From an optimization exercise on the open Yosys and OpenROAD flow, aimed at small area; shortcuts taken in it are not production practice.

==> inputs of run E <==
Design sd_slv_top, start of the top module:
module sd_slv_top(CLK, rst, CMD_i, CMD_o, CMD_oe, DATA_o, DATA_oe);
  input        CLK;
  input        rst;
  input        CMD_i;   
  output       CMD_o;   
  output       CMD_oe;  
  output [3:0] DATA_o;  
  output [3:0] DATA_oe; 
  wire         CMD;     
  wire  [ 5:0] ind;
  wire         ok;
  wire  [ 3:0] cmd_c;
  wire      e_acmd_41;
  wire         size;
  wire         rsp_end;
  wire         crc_clrq;
  wire         cmd_inq2;
  wire         crc_calc_enq;
  wire   [6:0] crc_clac;
  wire         rsp_oe;
  wire         rsp_od;
  wire         rsp_oe1;
  wire         rsp_od1;
  wire         crc_calc;
  wire         rsp_clrq;
  wire         rca_ok;
  wire [  9:0] blk_len_by;
  wire [  1:0] bus_width;
  wire [  2:0] c_state;
  wire [  9:0] start_add_q;
  wire       clr_mx;
  wire       din_mx;
  wire       cen_mx;
  wire       ind_clr;
  wire [3:0] rsp_sel =
    (cmd_c == 4'd10) ? (rca_ok ? 4'd0 : 4'd1) :
    (cmd_c == 4'd9 ) ? (rca_ok ? 4'd9 : 4'd1) :
    cmd_c;
  wire start_rsp = cmd_c != 4'd1;
  assign CMD    = rsp_oe1 ? rsp_od1 : CMD_i;
  assign CMD_o  = rsp_od1;
  assign CMD_oe = rsp_oe1;
  sd_slv_cmr u_cmr (
    .rst(rst),
    .clk(CLK),
    .cmd_in(CMD),
    .ind_clr(ind_clr),
    .size(size ),
    .ind(ind),
    .ok (ok ),
    .rsp_end(rsp_end),
    .acmd_06(cmd_c == 4'd4),
    .crc_clrq(crc_clrq),
    .cmd_inq2(cmd_inq2),
    .crc_calc_enq(crc_calc_enq),
    .crc_clac(crc_clac),
    .rca_ok(rca_ok),
    .cmd_16     (cmd_c == 4'd6),
    .cmd_17     (cmd_c == 4'd7),
    .blk_len_by (blk_len_by ),
    .bus_width  (bus_width  ),
    .start_add_q(start_add_q)
  );
  sd_slv_fsm u_fsm (
    .rst(rst),
    .clk(CLK),
    .ind(ind),
    .ok (ok ),
  ...
==> module sd_slv_rsp, before the edit <==
module sd_slv_rsp (
  rst, clk, sel, cst, size, crc, start, 
  cmd_od, cmd_oe, cmd_od1, cmd_oe1, 
  crc_calc, crc_clrq, ind_clr
);
  input          rst;
  input          clk;    
  input  [  3:0] sel;    
  input  [  2:0] cst;    
  input         size;    
  input  [  6:0] crc;    
  input        start;    
  output      cmd_od;    
  output      cmd_oe;    
  output      cmd_od1;   
  output      cmd_oe1;   
  output      crc_calc;
  output      crc_clrq;
  output      ind_clr;
  localparam S_CID=4'd0, S_ONE=4'd1, S_55=4'd2, S_41=4'd3, S_06=4'd4,
             S_07=4'd5, S_16=4'd6, S_17=4'd7, S_03=4'd8, S_CSD=4'd9;
  reg  [  7:0] cnt_q;
  wire [  7:0] cnt_i;
  reg  [  3:0] sel_q;
  reg  [  2:0] cst_q;
  reg  [  7:0] idx_q;
  reg          cmd_oe;
  wire         cmd_oei;
  reg          crc_clrq;
  wire         crc_clri;
  reg          cmd_oe1;
  wire         cmd_oe1i;
  reg          cmd_od1;
  wire         cmd_od1i;
  reg          cmd_od0;
  reg          crc_calc;
  wire         crc_calci;
  reg          crc_mux;
  wire         crc_muxi;
  reg  [  6:0] crc_q;
  wire [  6:0] crc_i;
  reg          ind_clr;
  wire         ind_clri;
  assign cnt_i=
  (start &&  size) ? 8'd137 :
  (start && !size) ? 8'd49  :
  (|cnt_q)                     ? (cnt_q - 8'd1) :
  cnt_q;
  reg [135:0] v;
  always @(*) begin
    case (sel_q)
      S_55 : v={2'b00,6'd55,19'd0,1'b0,cst_q,9'b000000000,8'b0000000_1,88'h0};
      S_41 : v={2'b00,6'd63,19'd0,1'b0,cst_q,9'b000100000,8'b1111111_1,88'h0};
      S_06 : v={2'b00,6'd6 ,19'd0,1'b0,cst_q,9'b000100000,8'b0000000_1,88'h0};
      S_07 : v={2'b00,6'd7 ,19'd0,1'b0,cst_q,9'b000000000,8'b0000000_1,88'h0};
      S_16 : v={2'b00,6'd16,19'd0,1'b0,cst_q,9'b000000000,8'b0000000_1,88'h0};
      S_17 : v={2'b00,6'd17,19'd0,1'b0,cst_q,9'b000000000,8'b0000000_1,88'h0};
      S_03 : v={8'b00_000011,16'h1234,16'h0,8'h01,88'h0};
      S_CID: v={8'b00_111111,127'h201234567,1'b1};
      S_CSD: v={8'b00_111111,127'h192da840000000000000000000,1'b1};
      default: v={136{1'b1}};
    endcase
  end
  assign cmd_od=(idx_q < 8'd136) ? v[8'd135 - idx_q] : 1'b0;
  assign cmd_oei=(!cmd_oe && start) || (cmd_oe && cnt_q != 8'd2);
  assign crc_clri=(cnt_q == 8'd1);
  assign cmd_oe1i =
  (!size && !cmd_oe1 && cnt_q == 8'd48 ) || 
  ( size && !cmd_oe1 && cnt_q == 8'd136) || 
  (          cmd_oe1 && cnt_q != 8'd0 );
  assign ind_clri=cmd_oe1i & ~cmd_oe1;
  assign crc_calci=
  (!crc_calc && start && !size) || 
  (!crc_calc && cnt_q == 8'd130   &&  size) || 
  ( crc_calc && cnt_q != 8'd10);
  assign crc_muxi=(!crc_mux && cnt_q == 8'd9) || (crc_mux && cnt_q != 8'd2);
  assign cmd_od1i=!crc_mux ? cmd_od0 : crc_q[6];
  assign crc_i   =!crc_mux ? crc : {crc_q[6:0], 1'b0};
  always @ (posedge clk or posedge rst) begin
    if(rst) begin
      cnt_q   <= 8'h0;
      cmd_oe  <= 1'b0;
      crc_clrq<= 1'b0;
      cmd_oe1 <= 1'b0;
      ind_clr <= 1'b0;
      crc_calc<= 1'b0;
      crc_mux <= 1'b0;
    end else begin
      cnt_q   <= cnt_i;
      cmd_oe  <= cmd_oei;
      crc_clrq<= crc_clri;
      cmd_oe1 <= cmd_oe1i;
      ind_clr <= ind_clri;
      crc_calc<= crc_calci;
      crc_mux <= crc_muxi;
    end
  end  
  always @ (posedge clk) begin
    if (!(|cnt_q)) begin
      sel_q <= sel;
      cst_q <= cst;
      idx_q <= 8'd0;
    end else if (!(idx_q[7] && idx_q[3])) begin
      idx_q <= idx_q + 8'd1;
    end
    cmd_od1 <= cmd_od1i;
    cmd_od0 <= cmd_od;
    crc_q   <= crc_i;
  end
endmodule
==> module sd_slv_c16, before the edit <==
module sd_slv_c16(rst, clk, clr, din, cen, sft, q);
  input         rst;
  input         clk;
  input         clr;
  input         din;
  input         cen;
  input         sft;  
  output        q  ;
  reg  [15:0] C;
  wire [15:0] d;
  wire i;
  assign q=C[15];
  assign i=cen & (din ^ C[15]);
  assign d={C[14:12], C[11]^i, C[10:5], C[4]^i, C[3:0], i};
always @ (posedge clk) begin
  if(clr) begin
    C <= 16'h0;
  end else begin
    C <= d;
  end
end
endmodule
make LEC_CHECK=0 CAP_MARGIN=20 CORE_MARGIN=2 CORE_UTILIZATION=80 CTS_CLUSTER_DIAMETER=60 CTS_CLUSTER_SIZE=30 PLACE_DENSITY=0.9 SLEW_MARGIN=20 finish   # period 10.0 ns
run.sh (not shown) runs the stock make flow with config.mk's settings and CLKGATE_MAP_FILE= SYNTH_SCRIPT=/design/flow/synth_recipe.tcl, a recipe that flattens the netlist after the stock synthesis.
==> inputs of run D, as changes to run E <==
--- a/flow/design.v
+++ b/flow/design.v
@@ -50,11 +50,11 @@
   end
 end
 endmodule
 module sd_slv_cmr(
   rst, clk, cmd_in, ind_clr, size, ind, ok, rsp_end, acmd_06,
-  crc_clrq, cmd_inq2, crc_calc_enq, crc_clac, rca_ok, 
+  crc_clrq, cmd_inq2, crc_calc_enq, crc_clac, rca_q, 
   cmd_16, cmd_17, blk_len_by, bus_width, start_add_q
 );
 input         rst;
 input         clk;    
 input         cmd_in; 
@@ -66,11 +66,11 @@
 input    acmd_06;
 output        crc_clrq;
 output        cmd_inq2;
 output        crc_calc_enq;
 input   [6:0] crc_clac;
-output        rca_ok;    
+output [15:0]    rca_q;
 input         cmd_16;
 input         cmd_17;
 output [ 9:0] blk_len_by;
 output [ 1:0] bus_width;
 output [ 9:0] start_add_q;
@@ -83,13 +83,11 @@
 reg        cmd_inq2;    
 reg  [7:0] cnt_q;       
 reg        rsp_q;       
 reg        crc_clrq;
 reg  [5:0] ind;
-reg        rca_ok;
-reg        rca_lb;
-reg        rca_exp;
+reg [15:0] rca_q;
 reg  [9:0] cmd_reg_in_q;
 reg  [9:0] blk_len_by;
 reg  [9:0] start_add_q;
 reg  [1:0] bus_width;
 wire       idle     =!(|cnt_q);
@@ -107,16 +105,10 @@
 wire crc_from_cmi=
   (!crc_from_cmq && cmd_cnt == 8'd39  && !size) || 
   (!crc_from_cmq && cmd_cnt == 8'd127 &&  size) || 
   ( crc_from_cmq && cmd_cnt != 8'd46  && !size) ||
   ( crc_from_cmq && cmd_cnt != 8'd134 &&  size);
-always @(*) begin
-  case (cnt_q[4:0])
-    5'd11, 5'd14, 5'd18, 5'd19, 5'd21: rca_exp=1'b1;
-    default: rca_exp=1'b0;
-  endcase
-end
 wire crc_clri=(!size && cnt_q == 8'd46) || (size && cnt_q == 8'd133);
 always @ (posedge clk or posedge rst) begin
   if(rst) begin
     cmd_q       <= 1'b1;
     cmd_inq2    <= 1'b1;
@@ -127,14 +119,14 @@
     crc_from_cmq<= 1'b0;
     crc_clrq    <= 1'b0;
     ok          <= 1'b0;
     ind         <= 6'h0;
     rsp_end     <= 1'b0;
-    rca_ok      <= 1'b0;
-    rca_lb      <= 1'b0;
+    rca_q       <=16'h0;
     blk_len_by  <=10'h0;
     start_add_q <=10'h0;
+    cmd_reg_in_q<=10'h0;
     bus_width   <= 2'b0;
   end else begin
     cmd_q       <= cmd_in;
     cmd_inq2    <= cmd_q;
     cnt_q       <= start ? 8'd2 : (cnt_end || idle) ? 8'd0 : cnt_q + 8'd1;
@@ -145,22 +137,17 @@
     crc_clrq    <= crc_clri;
     ok          <= crc_clrq && (crc_clac == crc_regq);
     if (ind_clr) ind <= 6'd0;
     else if (ind_shift) ind <= {ind[4:0], cmd_in};
     rsp_end     <= rsp_q && cnt_q == 8'd135;
-    if (rca_shift) begin
-      rca_ok <= (cnt_q == 8'd9 ? !rca_lb : rca_ok) && (cmd_in == rca_exp);
-      if (cnt_q == 8'd23) rca_lb <= cmd_in;
-    end
+    if (rca_shift) rca_q <= {rca_q[14:0], cmd_in};
     if (cmd_16)  blk_len_by  <= cmd_reg_in_q;
     if (cmd_17)  start_add_q <= cmd_reg_in_q;
     if (acmd_06) bus_width   <= cmd_reg_in_q[1:0];
+    if (reg_shift) cmd_reg_in_q <= {cmd_reg_in_q[8:0], cmd_in};
   end
 end
-always @ (posedge clk) begin
-  if (reg_shift) cmd_reg_in_q <= {cmd_reg_in_q[8:0], cmd_in};
-end
 endmodule
 module sd_slv_fsm(
   rst, clk, ind, ok, clr, rsp_end, rca_ok,
   cmd_c, e_acmd_41, size, c_state
 );
@@ -253,10 +240,11 @@
   output      crc_calc;
   output      crc_clrq;
   output      ind_clr;
   localparam S_CID=4'd0, S_ONE=4'd1, S_55=4'd2, S_41=4'd3, S_06=4'd4,
              S_07=4'd5, S_16=4'd6, S_17=4'd7, S_03=4'd8, S_CSD=4'd9;
+  reg        start_q;
   reg  [  7:0] cnt_q;
   wire [  7:0] cnt_i;
   reg  [  3:0] sel_q;
   reg  [  2:0] cst_q;
   reg  [  7:0] idx_q;
@@ -276,12 +264,12 @@
   reg  [  6:0] crc_q;
   wire [  6:0] crc_i;
   reg          ind_clr;
   wire         ind_clri;
   assign cnt_i=
-  (start &&  size) ? 8'd137 :
-  (start && !size) ? 8'd49  :
+  (start && !start_q &&  size) ? 8'd137 :
+  (start && !start_q && !size) ? 8'd49  :
   (|cnt_q)                     ? (cnt_q - 8'd1) :
   cnt_q;
   reg [135:0] v;
   always @(*) begin
     case (sel_q)
@@ -296,55 +284,61 @@
       S_CSD: v={8'b00_111111,127'h192da840000000000000000000,1'b1};
       default: v={136{1'b1}};
     endcase
   end
   assign cmd_od=(idx_q < 8'd136) ? v[8'd135 - idx_q] : 1'b0;
-  assign cmd_oei=(!cmd_oe && start) || (cmd_oe && cnt_q != 8'd2);
+  assign cmd_oei=(!cmd_oe && start && !start_q) || (cmd_oe && cnt_q != 8'd2);
   assign crc_clri=(cnt_q == 8'd1);
   assign cmd_oe1i =
   (!size && !cmd_oe1 && cnt_q == 8'd48 ) || 
   ( size && !cmd_oe1 && cnt_q == 8'd136) || 
   (          cmd_oe1 && cnt_q != 8'd0 );
   assign ind_clri=cmd_oe1i & ~cmd_oe1;
   assign crc_calci=
-  (!crc_calc && start && !size) || 
+  (!crc_calc && start && !start_q && !size) || 
   (!crc_calc && cnt_q == 8'd130   &&  size) || 
   ( crc_calc && cnt_q != 8'd10);
   assign crc_muxi=(!crc_mux && cnt_q == 8'd9) || (crc_mux && cnt_q != 8'd2);
   assign cmd_od1i=!crc_mux ? cmd_od0 : crc_q[6];
   assign crc_i   =!crc_mux ? crc : {crc_q[6:0], 1'b0};
   always @ (posedge clk or posedge rst) begin
     if(rst) begin
       cnt_q   <= 8'h0;
+      start_q <= 1'b0;
+      sel_q   <= S_CID;
+      cst_q   <= 3'd0;
+      idx_q   <= 8'd0;
       cmd_oe  <= 1'b0;
       crc_clrq<= 1'b0;
       cmd_oe1 <= 1'b0;
       ind_clr <= 1'b0;
+      cmd_od1 <= 1'b0;
+      cmd_od0 <= 1'b0;
       crc_calc<= 1'b0;
       crc_mux <= 1'b0;
+      crc_q   <= 7'd0;
     end else begin
       cnt_q   <= cnt_i;
+      start_q <= start;
+      if (!(|cnt_q)) begin
+        sel_q <= sel;
+        cst_q <= cst;
+        idx_q <= 8'd0;
+      end else if (!(idx_q[7] && idx_q[3])) begin
+        idx_q <= idx_q + 8'd1;
+      end
       cmd_oe  <= cmd_oei;
       crc_clrq<= crc_clri;
       cmd_oe1 <= cmd_oe1i;
       ind_clr <= ind_clri;
+      cmd_od1 <= cmd_od1i;
+      cmd_od0 <= cmd_od;
       crc_calc<= crc_calci;
       crc_mux <= crc_muxi;
+      crc_q   <= crc_i;
     end
   end  
-  always @ (posedge clk) begin
-    if (!(|cnt_q)) begin
-      sel_q <= sel;
-      cst_q <= cst;
-      idx_q <= 8'd0;
-    end else if (!(idx_q[7] && idx_q[3])) begin
-      idx_q <= idx_q + 8'd1;
-    end
-    cmd_od1 <= cmd_od1i;
-    cmd_od0 <= cmd_od;
-    crc_q   <= crc_i;
-  end
 endmodule
 module sd_slv_cr7(rst, clk, clr, din, cen, all_one, crc);
   input        rst;
   input        clk;
   input        clr;
@@ -412,19 +406,27 @@
   input         cen;
   input         sft;  
   output        q  ;
   reg  [15:0] C;
   wire [15:0] d;
+  wire [15:0] dCrc;
   wire i;
   assign q=C[15];
-  assign i=cen & (din ^ C[15]);
-  assign d={C[14:12], C[11]^i, C[10:5], C[4]^i, C[3:0], i};
-always @ (posedge clk) begin
-  if(clr) begin
+  assign i=din ^ C[15];
+  assign d=cen ? dCrc : sft ? {C[14:0], 1'b0} : C;
+  assign dCrc=
+  {C[14:12], C[11], C[10:5]  , C[4], C[3:0] , 1'b0} ^
+  {3'b000  , i    , 6'b000000, i   , 4'b0000, i   };
+always @ (posedge clk or posedge rst) begin
+  if(rst) begin
     C <= 16'h0;
   end else begin
-    C <= d;
+    if(clr) begin
+      C <= 16'h0;
+    end else begin
+      C<=d;
+    end
   end
 end
 endmodule
 module sd_slv_rom(a, e, s, q, ck);
   input  [ 9:0] a;  
@@ -542,11 +544,11 @@
   (!crc_enq && en_rom && !en_romq) || 
   ( crc_enq && bit1Cnt !=  addrend         && bus_width == 2'b10) ||
   ( crc_enq && bit1Cnt != {addrend, 2'b00} && bus_width == 2'b00);
   assign mem_eni=en_rom;
   assign add_limi=(adln*2);
-  assign addrendi=read ? (ldad + {adln[8:0], 1'b0}) : addrend;
+  assign addrendi=read ? (ldad + add_lim) : addrend;
   assign addri=
   read                                      ? ldad   :
   (en_rom && bus_width == 2'b10)            ? addr+1 :  
   (en_rom && bus_width == 2'b00 && &bitCnt) ? addr+1 :  
   addr;
@@ -576,12 +578,16 @@
   assign crcCnti=
   (crcCnt != 4'd0) ? (crcCnt + 4'd1) :  
   sft              ?           4'd1  : crcCnt;
   always @ (posedge clk or posedge rst) begin
     if(rst) begin
+      add_lim <= 10'h0;
+      addr    <= 10'h0;
+      addrend <= 10'h0;
       bitCnt  <=  2'h0;
       bit1Cnt <= 11'd0;
+      shift   <=  1'b0;
       en_rom  <=  1'b0;
       en_romq <=  1'b0;
       sft     <=  1'b0;
       stop_en <=  1'b0;
       crcCnt  <=  4'd0;
@@ -589,12 +595,16 @@
       readq   <=  1'b0;  
       mem_enq <=  1'b0;
       crc_enq <=  1'b0;
     end
     else begin
+      add_lim <= add_limi;
+      addr    <= addri;
+      addrend <= addrendi;
       bitCnt  <= bitCnti;
       bit1Cnt <= bit1Cnti;
+      shift   <= shifti;
       en_romq <= en_rom;
       en_rom  <= en_romi;
       sft     <= sfti;
       stop_en <= stop_eni;
       crcCnt  <= crcCnti;
@@ -602,15 +612,10 @@
       readq   <= read;  
       mem_enq <= mem_eni;
       crc_enq <= crc_eni;
     end
   end
-  always @ (posedge clk) begin
-    addr    <= addri;
-    addrend <= addrendi;
-    shift   <= shifti;
-  end
 endmodule
 module sd_slv_Rmx (
   rst, clk,
   read, cen, stop_en, cen_rom,
   din, crc,
@@ -644,26 +649,29 @@
   stop_en ? 4'hf :
   cenq    ? crcq : 1'b1;
   assign crcC =read;
   always @ (posedge clk or posedge rst) begin
     if(rst) begin
+      dinq    <= 4'h0;
+      dout    <= 4'h0;
       e       <= 1'b0;
       readq   <= 1'b0;
       cen_romq<= 1'b0;
       cenq    <= 1'b0;
+      crcq    <= 4'h0;
+      stop_enq<= 1'b0;
     end else begin
+      dinq    <= din;
+      dout    <= douti;
       e       <= ei;
       readq   <= read;
       cen_romq<= cen_rom;
       cenq    <= cen;
+      crcq    <= crc;
+      stop_enq<= stop_en;
     end
   end
-  always @ (posedge clk) begin
-    dinq    <= din;
-    dout    <= douti;
-    crcq    <= crc;
-  end
 endmodule
 module sd_slv_mem (
   rst, clk,
   bus_width, read, ldad, adln,
   e, q
@@ -786,19 +794,20 @@
   wire         rsp_od;
   wire         rsp_oe1;
   wire         rsp_od1;
   wire         crc_calc;
   wire         rsp_clrq;
-  wire         rca_ok;
+  wire [ 15:0] rca_q;
   wire [  9:0] blk_len_by;
   wire [  1:0] bus_width;
   wire [  2:0] c_state;
   wire [  9:0] start_add_q;
   wire       clr_mx;
   wire       din_mx;
   wire       cen_mx;
   wire       ind_clr;
+  wire       rca_ok = rca_q == 16'h1234;
   wire [3:0] rsp_sel =
     (cmd_c == 4'd10) ? (rca_ok ? 4'd0 : 4'd1) :
     (cmd_c == 4'd9 ) ? (rca_ok ? 4'd9 : 4'd1) :
     cmd_c;
   wire start_rsp = cmd_c != 4'd1;
@@ -817,11 +826,11 @@
     .acmd_06(cmd_c == 4'd4),
     .crc_clrq(crc_clrq),
     .cmd_inq2(cmd_inq2),
     .crc_calc_enq(crc_calc_enq),
     .crc_clac(crc_clac),
-    .rca_ok(rca_ok),
+    .rca_q(rca_q),
     .cmd_16     (cmd_c == 4'd6),
     .cmd_17     (cmd_c == 4'd7),
     .blk_len_by (blk_len_by ),
     .bus_width  (bus_width  ),
     .start_add_q(start_add_q)
==> flow/config.mk (replaced) <==
export PLATFORM = sky130hd
export DESIGN_NAME = sd_slv_top
export DESIGN_NICKNAME = sd_slv_top
export VERILOG_FILES = /design/flow/design.v
export SDC_FILE = /design/flow/constraint.sdc
export NUM_CORES = 4
export LEC_CHECK = 0
export CAP_MARGIN = 20
export CORE_MARGIN = 2
export CORE_UTILIZATION = 40
export PLACE_DENSITY = 0.6
export SLEW_MARGIN = 20
==> inputs of run C, as changes to run E <==
--- a/flow/design.v
+++ b/flow/design.v
@@ -253,10 +253,11 @@
   output      crc_calc;
   output      crc_clrq;
   output      ind_clr;
   localparam S_CID=4'd0, S_ONE=4'd1, S_55=4'd2, S_41=4'd3, S_06=4'd4,
              S_07=4'd5, S_16=4'd6, S_17=4'd7, S_03=4'd8, S_CSD=4'd9;
+  reg        start_q;
   reg  [  7:0] cnt_q;
   wire [  7:0] cnt_i;
   reg  [  3:0] sel_q;
   reg  [  2:0] cst_q;
   reg  [  7:0] idx_q;
@@ -276,12 +277,12 @@
   reg  [  6:0] crc_q;
   wire [  6:0] crc_i;
   reg          ind_clr;
   wire         ind_clri;
   assign cnt_i=
-  (start &&  size) ? 8'd137 :
-  (start && !size) ? 8'd49  :
+  (start && !start_q &&  size) ? 8'd137 :
+  (start && !start_q && !size) ? 8'd49  :
   (|cnt_q)                     ? (cnt_q - 8'd1) :
   cnt_q;
   reg [135:0] v;
   always @(*) begin
     case (sel_q)
@@ -296,35 +297,37 @@
       S_CSD: v={8'b00_111111,127'h192da840000000000000000000,1'b1};
       default: v={136{1'b1}};
     endcase
   end
   assign cmd_od=(idx_q < 8'd136) ? v[8'd135 - idx_q] : 1'b0;
-  assign cmd_oei=(!cmd_oe && start) || (cmd_oe && cnt_q != 8'd2);
+  assign cmd_oei=(!cmd_oe && start && !start_q) || (cmd_oe && cnt_q != 8'd2);
   assign crc_clri=(cnt_q == 8'd1);
   assign cmd_oe1i =
   (!size && !cmd_oe1 && cnt_q == 8'd48 ) || 
   ( size && !cmd_oe1 && cnt_q == 8'd136) || 
   (          cmd_oe1 && cnt_q != 8'd0 );
   assign ind_clri=cmd_oe1i & ~cmd_oe1;
   assign crc_calci=
-  (!crc_calc && start && !size) || 
+  (!crc_calc && start && !start_q && !size) || 
   (!crc_calc && cnt_q == 8'd130   &&  size) || 
   ( crc_calc && cnt_q != 8'd10);
   assign crc_muxi=(!crc_mux && cnt_q == 8'd9) || (crc_mux && cnt_q != 8'd2);
   assign cmd_od1i=!crc_mux ? cmd_od0 : crc_q[6];
   assign crc_i   =!crc_mux ? crc : {crc_q[6:0], 1'b0};
   always @ (posedge clk or posedge rst) begin
     if(rst) begin
       cnt_q   <= 8'h0;
+      start_q <= 1'b0;
       cmd_oe  <= 1'b0;
       crc_clrq<= 1'b0;
       cmd_oe1 <= 1'b0;
       ind_clr <= 1'b0;
       crc_calc<= 1'b0;
       crc_mux <= 1'b0;
     end else begin
       cnt_q   <= cnt_i;
+      start_q <= start;
       cmd_oe  <= cmd_oei;
       crc_clrq<= crc_clri;
       cmd_oe1 <= cmd_oe1i;
       ind_clr <= ind_clri;
       crc_calc<= crc_calci;
@@ -412,19 +415,23 @@
   input         cen;
   input         sft;  
   output        q  ;
   reg  [15:0] C;
   wire [15:0] d;
+  wire [15:0] dCrc;
   wire i;
   assign q=C[15];
-  assign i=cen & (din ^ C[15]);
-  assign d={C[14:12], C[11]^i, C[10:5], C[4]^i, C[3:0], i};
+  assign i=din ^ C[15];
+  assign d=cen ? dCrc : sft ? {C[14:0], 1'b0} : C;
+  assign dCrc=
+  {C[14:12], C[11], C[10:5]  , C[4], C[3:0] , 1'b0} ^
+  {3'b000  , i    , 6'b000000, i   , 4'b0000, i   };
 always @ (posedge clk) begin
   if(clr) begin
     C <= 16'h0;
   end else begin
-    C <= d;
+    C<=d;
   end
 end
 endmodule
 module sd_slv_rom(a, e, s, q, ck);
   input  [ 9:0] a;  
==> flow/config.mk (replaced) <==
export PLATFORM = sky130hd
export DESIGN_NAME = sd_slv_top
export DESIGN_NICKNAME = sd_slv_top
export VERILOG_FILES = /design/flow/design.v
export SDC_FILE = /design/flow/constraint.sdc
export NUM_CORES = 4
export LEC_CHECK = 0
export ABC_AREA = 1
export CAP_MARGIN = 20
export CORE_MARGIN = 2
export CORE_UTILIZATION = 40
export PLACE_DENSITY = 0.6
export SLEW_MARGIN = 20
==> impl_metrics.env <==
export IMPL_signal_buffers=20
export IMPL_cts_buffers=29
export IMPL_inv_count=38
export IMPL_regArea_um2=6720
export IMPL_hold_end="u_mem.u_adg.add_lim[6]"
export IMPL_vias_per_cell=5.16
export IMPL_layout_drive_gt1_share=0.101
export IMPL_status="finished clean"
export IMPL_synth_cell_types=78
# the run above: run D

==> impl_metrics.env <==
export IMPL_cts_tree="built"
export IMPL_regArea_um2=5830
export IMPL_vias_per_cell=6.31
export IMPL_inv_count=39
export IMPL_cp_data_arrival_time_ns=1.87
export IMPL_cts_buffers=15
export IMPL_hold_end="u_mem.u_Rmx.crcq[2]"
export IMPL_signal_buffers=15
export IMPL_startpoint="u_cmr.bus_width[0]"
export IMPL_grt_use_met2=0.511
export IMPL_status="finished clean"
export IMPL_synth_cell_types=66
export IMPL_layout_drive_gt1_share=0.0605
# the run above: run E

==> impl_metrics.env <==
export IMPL_grt_start_max_net_pins=84
export IMPL_dpl_cell_count=1751
export IMPL_status="finished clean"
export IMPL_inv_count=173
export IMPL_max_slew_margin=0.369
export IMPL_wl_met2_mm=10.0
export IMPL_cts_buffers=27
export IMPL_regArea_um2=5850
export IMPL_synth_cell_types=51
export IMPL_hold_end="u_cmr.cmd_inq2"
# the run above: run C

Function was not checked in any run of this note: the RTL went through the layout flow alone.

[what the ideal ports hide]
The results above use ideal ports. As a check the final layouts listed here were re-extracted and re-timed, cells and wires unchanged.
Step 1, drivers: a clkbuf_16 drives CLK and a buf_2 each remaining input, both assumed.
Step 2 also shifts input and output timing later by t, the mid clock arrival at the registers, as if the neighbouring blocks saw the same clock.
a / b / c = no drivers / after step 1 / after step 2; a / b = the first two.
run	shift t [ns]	setup slack, ns	worst hold slack (ns)	worst register clock-pin slew, ns	cell pins on the clock port's net
run E	0.532	6.130 / 6.090 / 6.287	0.372 / 0.372 / 0.372	0.11 / 0.11	1
run D	0.597	6.168 / 6.122 / 6.038	0.355 / 0.355 / 0.355	0.06 / 0.06	1
run C	0.567	6.137 / 6.089 / 6.379	0.369 / 0.369 / 0.369	0.06 / 0.06	1
After both steps every run listed still meets setup and hold. For run D, which loses most, drivers alone change the setup slack by -0.046 ns; drivers and shift together by -0.130 ns. The worst setup slack also covers recovery checks on asynchronous resets.
